Context: an optimization exercise on an open-source flow, tuned for small area. The choices shown serve that exercise and are no tape-out recipe. Only simulation tests tie the RTL to the original design; equivalence was not proved. Power is estimated from default activity; no workload was simulated.

// ov5640_cfg
module ov5640_cfg(
    input                   sysclk          ,
    input                   rst_n           ,
    output                  cmos_sclk       ,
    input                   cmos_sdat_in    ,
    output                  cmos_sdat_out   ,
    output                  cmos_sdat_oe    ,
    output                  cfg_done        ,
    output      [7:0]       rd_data
);
localparam          CFG_REG_NUM =   304 ;
reg     [ 8:0]      addr    ;    
wire    [ 4:0]      sel     ;    
wire                nxt     ;    
wire                tbit    ;
assign cfg_done = addr[8] & addr[5] & addr[4];
always @(posedge sysclk or negedge rst_n) begin
    if (rst_n == 1'b0)
        addr <= 9'd0;
    else if (nxt == 1'b1)
        addr <= addr + 9'd1;
end
ov5640_sccb u_ov5640_sccb(
    .sysclk         ( sysclk        ),
    .rst_n          ( rst_n         ),
    .run            ( ~cfg_done     ),
    .tbit           ( tbit          ),
    .sel            ( sel           ),
    .nxt            ( nxt           ),
    .rd_data        ( rd_data       ),
    .cmos_sclk      ( cmos_sclk     ),
    .cmos_sdat_in   ( cmos_sdat_in  ),
    .cmos_sdat_out  ( cmos_sdat_out ),
    .cmos_sdat_oe   ( cmos_sdat_oe  )
);
reg     [23:0]      w;
wire    [31:0]      word = {8'h78, w};
assign tbit = word[~sel];
always @(*) begin
    case (addr)
    9'd0  : w = {16'h3103, 8'h11};
  ...
clock: 10.0 ns
lec_check: 0
cap_margin: 20
core_margin: 2
core_utilization: 25
place_density: 0.45
slew_margin: 20
synth_memory_max_bits: 65536
standard.sh (not shown) runs the stock make flow with config.mk's settings and CLKGATE_MAP_FILE= SYNTH_SCRIPT=/design/flow/synth_recipe.tcl, a recipe that flattens the netlist after the stock synthesis.
==> flow/flow/run.sh <==
#!/bin/bash
# Own flow: the standard layout, except that synthesis maps the logic with an
# area-oriented ABC script (flow/area.abc) instead of ORFS's speed script. Everything
# else in synthesis (and so every register, its name and cell) is the standard one.
set -euo pipefail
W=$(pwd)
# ORFS's synth.tcl with the ABC script swapped after synth_preamble.tcl has set abc_args
sed "s#^source \$::env(SCRIPTS_DIR)/synth_preamble.tcl#&\nset abc_args [lreplace \$abc_args 1 1 $W/flow/area.abc]#" \
  "$FLOW_HOME/scripts/synth.tcl" > "$W/synth_area.tcl"
grep -q "flow/area.abc" "$W/synth_area.tcl"
# The standard flow's synthesis script, sourcing the modified synth.tcl
sed "s#source \$::env(SCRIPTS_DIR)/synth.tcl#source $W/synth_area.tcl#" \
  "$W/synth_recipe.tcl" > "$W/synth_recipe_area.tcl"
grep -q "synth_area.tcl" "$W/synth_recipe_area.tcl"
bash standard.sh synth SYNTH_SCRIPT="$W/synth_recipe_area.tcl" > "$W/synth.log" 2>&1
grep -q "flow/area.abc" "$W"/orfs/logs/*/ov5640_cfg/base/1_2_yosys.log
bash standard.sh > "$W/layout.log" 2>&1
==> flow/flow/area.abc <==
strash
&get -n
&deepsyn -T 120
&put
dch -f
map -a
strash
dch -f
map -a
topo
The starting point completed without violations.
Edit:
==> flow/run.sh (new file) <==
#!/bin/bash
# synth_recipe.tcl (not shown) runs the flow's synth.tcl, then flattens the netlist and writes it again
# the make line also repeats each setting of config.mk as NAME=value (left out here)
make -C /OpenROAD-flow-scripts/flow DESIGN_CONFIG=/design/flow/config.mk WORK_HOME=/design/flow/orfs CLKGATE_MAP_FILE= SYNTH_SCRIPT=/design/flow/synth_recipe.tcl finish
Settings changed: ABC_AREA set to 1.
removed: flow/flow/run.sh
removed: flow/flow/area.abc
removed: flow/standard.sh
Setup slack degrades by 0.012 ns.
Combinational power is higher by 13%.
Clock power is lower by about 0.5%.
Count of clock-buffer cells in the layout is unchanged.
Core utilization is lower by 3.1 points.


ov5640_cfg, a different RTL version from the one above (not shown whole).
For scale: about 15 I/O pins, about 5200 µm² of cells after synthesis.
Design ov5640_cfg, start of the top module:
module ov5640_cfg(
    input                   sysclk          ,
    input                   rst_n           ,
    output                  cmos_sclk       ,
    input                   cmos_sdat_in    ,
    output                  cmos_sdat_out   ,
    output                  cmos_sdat_oe    ,
    output                  cfg_done        ,
    output      [7:0]       rd_data
);
localparam          CFG_REG_NUM =   304 ;
reg     [ 8:0]      addr    ;    
wire    [ 4:0]      sel     ;    
wire                nxt     ;    
wire                tbit    ;
assign cfg_done = addr[8] & addr[5] & addr[4];
always @(posedge sysclk or negedge rst_n) begin
    if (rst_n == 1'b0)
        addr <= 9'd0;
    else if (nxt == 1'b1)
        addr <= addr + 9'd1;
end
ov5640_sccb u_ov5640_sccb(
    .sysclk         ( sysclk        ),
    .rst_n          ( rst_n         ),
    .run            ( ~cfg_done     ),
    .tbit           ( tbit          ),
    .sel            ( sel           ),
    .nxt            ( nxt           ),
    .rd_data        ( rd_data       ),
    .cmos_sclk      ( cmos_sclk     ),
    .cmos_sdat_in   ( cmos_sdat_in  ),
    .cmos_sdat_out  ( cmos_sdat_out ),
    .cmos_sdat_oe   ( cmos_sdat_oe  )
);
reg     [23:0]      w;
wire    [31:0]      word = {8'h78, w};
assign tbit = word[~sel];
always @(*) begin
    case (addr)
    9'd0  : w = {16'h3103, 8'h11};
    9'd1  : w = {16'h3008, 8'h82};
    9'd2  : w = {16'h3008, 8'h42};
    9'd3  : w = {16'h3103, 8'h03};
    9'd4  : w = {16'h3017, 8'hff};
    9'd5  : w = {16'h3018, 8'hff};
    9'd6  : w = {16'h3034, 8'h1a};
    9'd7  : w = {16'h3037, 8'h13};
    9'd8  : w = {16'h3108, 8'h01};
    9'd9  : w = {16'h3630, 8'h36};
    9'd10 : w = {16'h3631, 8'h0e};
    9'd11 : w = {16'h3632, 8'he2};
    9'd12 : w = {16'h3633, 8'h12};
    9'd13 : w = {16'h3621, 8'he0};
    9'd14 : w = {16'h3704, 8'ha0};
    9'd15 : w = {16'h3703, 8'h5a};
    9'd16 : w = {16'h3715, 8'h78};
    9'd17 : w = {16'h3717, 8'h01};
    9'd18 : w = {16'h370b, 8'h60};
    9'd19 : w = {16'h3705, 8'h1a};
  ...
Settings: LEC_CHECK=0, CAP_MARGIN=10, CORE_MARGIN=2, CORE_UTILIZATION=25, CTS_BUF_LIST=sky130_fd_sc_hd__clkbuf_8, GPL_TIMING_DRIVEN=0, PLACE_DENSITY=0.45, SLEW_MARGIN=10, SYNTH_MEMORY_MAX_BITS=65536; clock period 10.0 ns.
==> flow/flow/run.sh <==
#!/bin/bash
# Own flow: the standard layout, except for two things.
# 1. Synthesis maps the logic with area-oriented ABC scripts (flow/area1..4.abc) instead of
#    ORFS's speed script: it is run once per script, each in a folder of its own, and the
#    run with the smallest cell area is kept as the synthesis of the layout. Everything else
#    in synthesis (and so every register, its name and cell) is the standard one.
# 2. Port buffers use sky130_fd_sc_hd__buf_2.
set -euo pipefail
W=$(pwd)
for k in 1 2 3 4; do
  # ORFS's synth.tcl with the ABC script swapped after synth_preamble.tcl has set abc_args
  sed "s#^source \$::env(SCRIPTS_DIR)/synth_preamble.tcl#&\nset abc_args [lreplace \$abc_args 1 1 $W/flow/area$k.abc]#" \
    "$FLOW_HOME/scripts/synth.tcl" > "$W/synth_area$k.tcl"
  grep -q "flow/area$k.abc" "$W/synth_area$k.tcl"
  # The standard flow's synthesis script, sourcing the modified synth.tcl
  sed "s#source \$::env(SCRIPTS_DIR)/synth.tcl#source $W/synth_area$k.tcl#" \
    "$W/synth_recipe.tcl" > "$W/synth_recipe_area$k.tcl"
  grep -q "synth_area$k.tcl" "$W/synth_recipe_area$k.tcl"
  # standard.sh with its own ORFS work folder
  sed "s#WORK_HOME=$W/orfs #WORK_HOME=$W/orfs_$k #" standard.sh > "$W/standard_$k.sh"
  grep -q "WORK_HOME=$W/orfs_$k " "$W/standard_$k.sh"
  bash "$W/standard_$k.sh" synth SYNTH_SCRIPT="$W/synth_recipe_area$k.tcl" > "$W/synth_$k.log" 2>&1 &
done
wait
best=""; best_area=""
for k in 1 2 3 4; do
  rpt=$(ls "$W"/orfs_$k/reports/*/ov5640_cfg/base/synth_stat.txt 2>/dev/null || true)
  [[ -n "$rpt" && -f "$(ls "$W"/orfs_$k/results/*/ov5640_cfg/base/1_synth.odb 2>/dev/null)" ]] || continue
  grep -q "flow/area$k.abc" "$W"/orfs_$k/logs/*/ov5640_cfg/base/1_2_yosys.log || continue
  a=$(grep "Chip area for module" "$rpt" | awk '{print $NF}')
  echo "synthesis $k: area $a" >> "$W/synth_choice.log"
  if [[ -z "$best" ]] || awk -v a="$a" -v b="$best_area" 'BEGIN{exit !(a < b)}'; then best=$k; best_area=$a; fi
done
[[ -n "$best" ]]
echo "kept synthesis $best ($best_area)" >> "$W/synth_choice.log"
cp -a "$W/orfs_$best" "$W/orfs"
# ports get the small buf_2 as their buffer instead of clkdlybuf4s50_1
bash standard.sh finish "BUFFER_PORTS_ARGS=-buffer_cell sky130_fd_sc_hd__buf_2" > "$W/layout.log" 2>&1
==> flow/flow/area1.abc <==
strash
&get -n
&deepsyn -T 120
&put
dch -f
map -a
strash
dch -f
map -a
topo
==> flow/flow/area2.abc <==
strash
dch -f
map -a
strash
dch -f
map -a
strash
dch -f
map -a
strash
dch -f
map -a
strash
dch -f
map -a
strash
dch -f
map -a
topo
==> flow/flow/area3.abc <==
strash
&get -n
&deepsyn -T 120 -S 7
&put
dch -f
map -a
strash
dch -f
map -a
topo
==> flow/flow/area4.abc <==
strash
dch -f
map -a
mfs
strash
dch -f
map -a
mfs
strash
dch -f
map -a
topo
Change:
==> flow/flow/area1.abc (replaced) <==
strash
&get -n
&deepsyn -T 120
&put
&get -n
&dch -f
&nf -R 1000 -p -F 8 -A 8 -C 32
&put
strash
&get -n
&dch -f
&nf -R 1000 -p -F 8 -A 8 -C 32
&put
strash
&get -n
&dch -f
&nf -R 1000 -p -F 8 -A 8 -C 32
&put
topo
==> flow/flow/area2.abc (replaced) <==
strash
&get -n
&deepsyn -T 120 -S 3
&put
&get -n
&dch -f
&nf -R 1000 -p -F 8 -A 8 -C 32
&put
strash
&get -n
&dch -f
&nf -R 1000 -p -F 8 -A 8 -C 32
&put
strash
&get -n
&dch -f
&nf -R 1000 -p -F 8 -A 8 -C 32
&put
topo
==> flow/flow/area3.abc (replaced) <==
strash
&get -n
&deepsyn -T 120 -S 1
&put
&get -n
&dch -f
&nf -R 1000 -p -F 8 -A 8 -C 32
&put
strash
&get -n
&dch -f
&nf -R 1000 -p -F 8 -A 8 -C 32
&put
strash
&get -n
&dch -f
&nf -R 1000 -p -F 8 -A 8 -C 32
&put
topo
==> flow/flow/area4.abc (replaced) <==
strash
&get -n
&deepsyn -T 120
&put
dch -f
map -a
strash
dch -f
map -a
topo
=> The changed run completed without violations. Cell area shrinks by 1.3%. Via count shrinks by 2.8%. Count of clock-buffer cells in the layout stays the same. Critical path depth does not change. Clock skew is about the same. Worst setup slack gets better by 14 ps. Clock power shrinks by 5.0%. Total power shrinks by 2.0%.
Change:
--- a/flow/flow/run.sh
+++ b/flow/flow/run.sh
@@ -6,3 +6,4 @@
 #    in synthesis (and so every register, its name and cell) is the standard one.
-# 2. Port buffers use sky130_fd_sc_hd__buf_2.
+# 2. Flip-flops that drive many loads get a stronger drive strength (flow/upsize.py).
+# 3. Port buffers use sky130_fd_sc_hd__buf_2.
 set -euo pipefail
@@ -36,2 +37,5 @@
 cp -a "$W/orfs_$best" "$W/orfs"
+# flip-flops with many loads get a stronger drive strength of the same cell; make then
+# rebuilds 1_synth.odb from the edited netlist
+python3 "$W/flow/upsize.py" "$(ls "$W"/orfs/results/*/ov5640_cfg/base/1_2_yosys.v)" > "$W/upsize.log" 2>&1
 # ports get the small buf_2 as their buffer instead of clkdlybuf4s50_1
--- a/flow/flow/area1.abc
+++ b/flow/flow/area1.abc
@@ -2,3 +2,3 @@
 &get -n
-&deepsyn -T 120
+&deepsyn -T 300
 &put
--- a/flow/flow/area2.abc
+++ b/flow/flow/area2.abc
@@ -2,3 +2,3 @@
 &get -n
-&deepsyn -T 120 -S 3
+&deepsyn -T 300 -S 3
 &put
--- a/flow/flow/area3.abc
+++ b/flow/flow/area3.abc
@@ -2,3 +2,3 @@
 &get -n
-&deepsyn -T 120 -S 1
+&deepsyn -T 300 -S 1
 &put
==> flow/flow/area4.abc (replaced) <==
strash
&get -n
&deepsyn -T 300 -S 5
&put
&get -n
&dch -f
&nf -R 1000 -p -F 8 -A 8 -C 32
&put
strash
&get -n
&dch -f
&nf -R 1000 -p -F 8 -A 8 -C 32
&put
strash
&get -n
&dch -f
&nf -R 1000 -p -F 8 -A 8 -C 32
&put
topo
==> flow/flow/upsize.py (new file) <==
#!/usr/bin/env python3
"""Give the flip-flops that drive many loads a stronger drive strength of the same cell
(dfrtp_1 -> dfrtp_2 / dfrtp_4, dfstp_2 -> dfstp_4), so that the layout needs fewer slew
buffers. Edits the synthesized netlist in place; only the cells' drive strengths change."""
import re
import sys

path = sys.argv[1]
src = open(path).read()
inst_re = re.compile(r'^(\s*)(sky130_fd_sc_hd__\w+)(\s+)(\S+)(\s*\()(.*?)\);', re.S | re.M)
outputs = {'X', 'Y', 'Q', 'Q_N', 'SUM', 'COUT', 'HI', 'LO'}
loads = {}
insts = []
for m in inst_re.finditer(src):
    pins = re.findall(r'\.(\w+)\(([^()]*)\)', m.group(6))
    insts.append((m, pins))
    for p, n in pins:
        n = n.strip()
        if p not in outputs and n:
            loads[n] = loads.get(n, 0) + 1
bigger = {
    'sky130_fd_sc_hd__dfrtp_1': [(28, 'sky130_fd_sc_hd__dfrtp_4'), (14, 'sky130_fd_sc_hd__dfrtp_2')],
    'sky130_fd_sc_hd__dfstp_2': [(28, 'sky130_fd_sc_hd__dfstp_4')],
}
out = []
last = 0
changed = 0
for m, pins in insts:
    cell = m.group(2)
    if cell not in bigger:
        continue
    q = [n.strip() for p, n in pins if p == 'Q']
    if not q:
        continue
    fo = loads.get(q[0], 0)
    for limit, new in bigger[cell]:
        if fo >= limit:
            out.append(src[last:m.start(2)])
            out.append(new)
            last = m.end(2)
            changed += 1
            print(f'{m.group(4)}: {cell} -> {new} ({fo} loads)')
            break
out.append(src[last:])
open(path, 'w').write(''.join(out))
print(f'{changed} flip-flops upsized')
=> Design area falls by 1.1%. Global-route usage falls by 0.98 points. Worst setup slack gains 4.4 ps. Wire length falls by 1.7%.
Change:
--- a/flow/flow/run.sh
+++ b/flow/flow/run.sh
@@ -6,4 +6,3 @@
 #    in synthesis (and so every register, its name and cell) is the standard one.
-# 2. Flip-flops that drive many loads get a stronger drive strength (flow/upsize.py).
-# 3. Port buffers use sky130_fd_sc_hd__buf_2.
+# 2. Port buffers use sky130_fd_sc_hd__buf_2.
 set -euo pipefail
@@ -37,5 +36,2 @@
 cp -a "$W/orfs_$best" "$W/orfs"
-# flip-flops with many loads get a stronger drive strength of the same cell; make then
-# rebuilds 1_synth.odb from the edited netlist
-python3 "$W/flow/upsize.py" "$(ls "$W"/orfs/results/*/ov5640_cfg/base/1_2_yosys.v)" > "$W/upsize.log" 2>&1
 # ports get the small buf_2 as their buffer instead of clkdlybuf4s50_1
SLEW_MARGIN = 0   (was 10)
removed: flow/flow/upsize.py
=> The new run went through all stages and came out clean; non-clock buffer count increases by 6; count of clock-buffer cells in the layout does not change; design area is higher by 1.6%; critical path depth stays the same; routed wire length came out higher by 2.2%; total power stays flat; first-iteration DRC count falls by 7.4%; global-route usage is higher by 0.89 points.
